Context: an optimization exercise on an open-source flow, tuned for small area. The choices shown serve that exercise and are no tape-out recipe.
In this exercise RTL edits were held to simulation tests only and were not proved equivalent to the original.
Power figures rest on the tool's default switching activity, not on a simulated workload.

==> flow/design.v (excerpt) <==
module RISC (destinoWrWB,escribir,PCsrc,result,PCoutMEM,NReset,clk,alu_outMEM,WriteDataInMEM,datoMemOut,InstruccionIn,PCinIF,MemWriteInMEM);
Settings: LEC_CHECK=0, CAP_MARGIN=20, CORE_MARGIN=2, CORE_UTILIZATION=60, SLEW_MARGIN=20; clock period 8.0 ns.
standard.sh (not shown) runs the stock make flow with config.mk's settings and CLKGATE_MAP_FILE= SYNTH_SCRIPT=/design/flow/synth_recipe.tcl, a recipe that flattens the netlist after the stock synthesis.
==> flow/flow/run.sh <==
#!/bin/bash
# Own flow: the standard layout (standard.sh), with two changes:
#  - the port buffers use the smallest buffer cell (buf_1) instead of the one
#    buffer_ports picks by default;
#  - clock tree synthesis clusters more sinks per leaf buffer and adds no dummy loads.
# Each tool's output goes to the ORFS logs; standard.sh's output to standard.log.
set -e
export BUFFER_PORTS_ARGS="-buffer_cell sky130_fd_sc_hd__buf_1"
export CTS_ARGS="-sink_clustering_enable -repair_clock_nets -dont_use_dummy_load -sink_clustering_size 30 -sink_clustering_max_diameter 60"
bash standard.sh > standard.log 2>&1
Then changed:
--- a/flow/flow/run.sh
+++ b/flow/flow/run.sh
@@ -9 +9 @@
-export CTS_ARGS="-sink_clustering_enable -repair_clock_nets -dont_use_dummy_load -sink_clustering_size 30 -sink_clustering_max_diameter 60"
+export CTS_ARGS="-sink_clustering_enable -repair_clock_nets -dont_use_dummy_load -sink_clustering_size 35 -sink_clustering_max_diameter 70"
- PLACE_DENSITY: not set -> 0.75
Die area does not change.
Setup slack is worse by 0.29 ns.
Synthesized cell count does not change.
Routed wire length went down by about 2.4%.
Design area went down by 0.70%.

* * *

exp/violet:
RISC again, from the RTL that the note above started with.
clock: 8.0 ns
lec_check: 0
cap_margin: 0
core_margin: 2
core_utilization: 60
slew_margin: 0
==> flow/flow/run.sh <==
#!/bin/bash
# Own flow: the standard layout (standard.sh), with two changes:
#  - the port buffers use the smallest buffer cell (buf_1) instead of the one
#    buffer_ports picks by default;
#  - clock tree synthesis clusters more sinks per leaf buffer and adds no dummy loads.
# Each tool's output goes to the ORFS logs; standard.sh's output to standard.log.
set -e
export BUFFER_PORTS_ARGS="-buffer_cell sky130_fd_sc_hd__buf_1"
export CTS_ARGS="-sink_clustering_enable -repair_clock_nets -dont_use_dummy_load -buf_list sky130_fd_sc_hd__clkbuf_8 -sink_clustering_size 20 -sink_clustering_max_diameter 50"
bash standard.sh > standard.log 2>&1
Modified inputs, exp/onyx compared to exp/violet
-- flow/flow/run.sh --
<<< exp/violet, line 8
export BUFFER_PORTS_ARGS="-buffer_cell sky130_fd_sc_hd__buf_1"
export CTS_ARGS="-sink_clustering_enable -repair_clock_nets -dont_use_dummy_load -buf_list sky130_fd_sc_hd__clkbuf_8 -sink_clustering_size 20 -sink_clustering_max_diameter 50"
bash standard.sh > standard.log 2>&1
>>> exp/onyx, line 8
export BUFFER_PORTS_ARGS="-buffer_cell sky130_fd_sc_hd__buf_1"
export CTS_ARGS="-sink_clustering_enable -repair_clock_nets -dont_use_dummy_load -sink_clustering_size 35 -sink_clustering_max_diameter 70"
bash standard.sh > standard.log 2>&1
--- outcome ---
Compared with exp/violet, post-route met1 wirelength in exp/onyx increased slightly.
Wire length for exp/onyx: about 0.5% down relative to exp/violet
exp/violet → exp/onyx: utilization comparable; number of storage elements in the synthesis netlist neither gained nor lost much; post-placement cell count roughly the same; global routing usage on met3 went down.
The inputs of exp/zinc differ from those of exp/onyx as listed below.
-- flow/flow/run.sh --
<<< exp/onyx, line 8
export BUFFER_PORTS_ARGS="-buffer_cell sky130_fd_sc_hd__buf_1"
export CTS_ARGS="-sink_clustering_enable -repair_clock_nets -dont_use_dummy_load -sink_clustering_size 35 -sink_clustering_max_diameter 70"
bash standard.sh > standard.log 2>&1
>>> exp/zinc, line 8
export BUFFER_PORTS_ARGS="-buffer_cell sky130_fd_sc_hd__buf_1"
export CTS_ARGS="-sink_clustering_enable -repair_clock_nets -dont_use_dummy_load -sink_clustering_size 45 -sink_clustering_max_diameter 70"
bash standard.sh > standard.log 2>&1
Results
exp/zinc went all the way through synthesis, placement and routing and the layout is clean on timing, DRC and antenna. Diff exp/onyx..exp/zinc | multi-input combinational cell area | negligible. Reported for exp/onyx and exp/zinc, number of antenna violations at the first check in global routing turned out identical to the last digit. Re flop and latch count out of synthesis: no difference whatsoever between exp/onyx and exp/zinc. Reported for exp/onyx and exp/zinc, synthesized cell count turned out identical to the last digit. As far as worst hold margin is concerned, exp/zinc and exp/onyx perform about the same. Comparing exp/onyx against exp/zinc, there is no change at all in number of clock buffers in the layout. Going from exp/onyx to exp/zinc, fraction of the cycle the final worst path needs did not really move, utilization now sits at about the same level, number of nets in the finished design ~0 delta. Comparing exp/zinc with exp/onyx, the net switching power came out essentially unchanged.

* * *

run B:
Another version of the RTL of RISC (not shown whole).
Size in the first run: roughly 2,100 cells after synthesis, about 760 flip-flops, ~230 I/O pins, about 0.032 mm2 of cells after synthesis.
clock: 8.0 ns
lec_check: 0
cap_margin: 20
core_margin: 2
core_utilization: 60
slew_margin: 20
synth_hierarchical: 1
synth_minimum_keep_size: 0
==> flow/flow/run.sh <==
#!/bin/bash
# Own flow: the standard layout (standard.sh), with two changes:
#  - the port buffers use the smallest buffer cell (buf_1) instead of the one
#    buffer_ports picks by default;
#  - clock tree synthesis clusters more sinks per leaf buffer and adds no dummy loads.
# Each tool's output goes to the ORFS logs; standard.sh's output to standard.log.
set -e
export BUFFER_PORTS_ARGS="-buffer_cell sky130_fd_sc_hd__buf_1"
export CTS_ARGS="-sink_clustering_enable -repair_clock_nets -dont_use_dummy_load -root_buf sky130_fd_sc_hd__clkbuf_16 -buf_list {sky130_fd_sc_hd__clkbuf_8 sky130_fd_sc_hd__clkbuf_16} -sink_clustering_buffer sky130_fd_sc_hd__clkbuf_8 -sink_clustering_size 25 -sink_clustering_max_diameter 50"
bash standard.sh > standard.log 2>&1
Run B completed; timing, DRC and antenna clean
Changes in run E relative to run B:
# run B
export LEC_CHECK = 0
export CAP_MARGIN = 20
export CORE_MARGIN = 2
export CORE_UTILIZATION = 60
export SLEW_MARGIN = 20
export SYNTH_HIERARCHICAL = 1
export SYNTH_MINIMUM_KEEP_SIZE = 0
create_clock -name core_clock -period 8.0 [get_ports {clk}]
# run E
export LEC_CHECK = 0
export CAP_MARGIN = 20
export CORE_MARGIN = 2
export CORE_UTILIZATION = 70
export SLEW_MARGIN = 20
export SYNTH_HIERARCHICAL = 1
export SYNTH_MINIMUM_KEEP_SIZE = 0
create_clock -name core_clock -period 8.0 [get_ports {clk}]
--- a/flow/flow/run.sh
+++ b/flow/flow/run.sh
@@ -9 +9 @@
-export CTS_ARGS="-sink_clustering_enable -repair_clock_nets -dont_use_dummy_load -root_buf sky130_fd_sc_hd__clkbuf_16 -buf_list {sky130_fd_sc_hd__clkbuf_8 sky130_fd_sc_hd__clkbuf_16} -sink_clustering_buffer sky130_fd_sc_hd__clkbuf_8 -sink_clustering_size 25 -sink_clustering_max_diameter 50"
+export CTS_ARGS="-sink_clustering_enable -repair_clock_nets -dont_use_dummy_load -sink_clustering_size 35 -sink_clustering_max_diameter 70"
Notes after the runs:
- From run B to run E the numbers moved as follows: post-layout worst setup margin now larger, total clock buffers created by CTS now smaller, post-route non-filler standard cell count now smaller.
- Clock-buffer cell count (run E / run B): 0.55
- Final cycle utilization of the critical path (lower): run E
- Changes observed in run E relative to run B: fraction of power consumed by the clock network lower, signal arrival time at the worst endpoint lower, combinational power lower.
- Run B has higher portion of total power attributed to combinational logic than run E.
- The lower shortest period the worst path allows came out of run E.
- Run E against run B; wire length after detailed routing is down by a few percent.

## what the ideal ports hide
How much do the figures lean on ideal ports? The routed layouts below were timed once more, with nothing changed but the port constraints.
Step 1 (the two cells are an assumption about what drives the block):
set clk [get_ports {clk}]
set_driving_cell -lib_cell sky130_fd_sc_hd__clkbuf_16 $clk
set_driving_cell -lib_cell sky130_fd_sc_hd__buf_2 [delete_from_list [all_inputs] $clk]
Step 2 times the ports against the registers' clock, not the clock port: input delays grow and output delays shrink by t, the midpoint of the rising clock arrivals with the driver on.
Three values: no drivers, after step 1, after step 2; two values: the first two.
run | t, ns | setup WS [ns] | worst slew at a driven data input, ns
the first run of note 1 | 0.688 | 1.509 / 1.509 / 1.509 | 0.06
the second run of note 1 | 0.658 | 1.218 / 1.218 / 1.218 | 0.07
exp/violet | 0.727 | 1.515 / 1.515 / 1.515 | 0.06
exp/onyx | 0.659 | 1.535 / 1.535 / 1.535 | 0.06
exp/zinc | 0.659 | 1.535 / 1.535 / 1.535 | 0.06
run B | 0.645 | 1.312 / 1.312 / 1.312 | 0.06
run E | 0.643 | 1.341 / 1.341 / 1.341 | 0.06
After both steps every run listed still meets setup and hold.
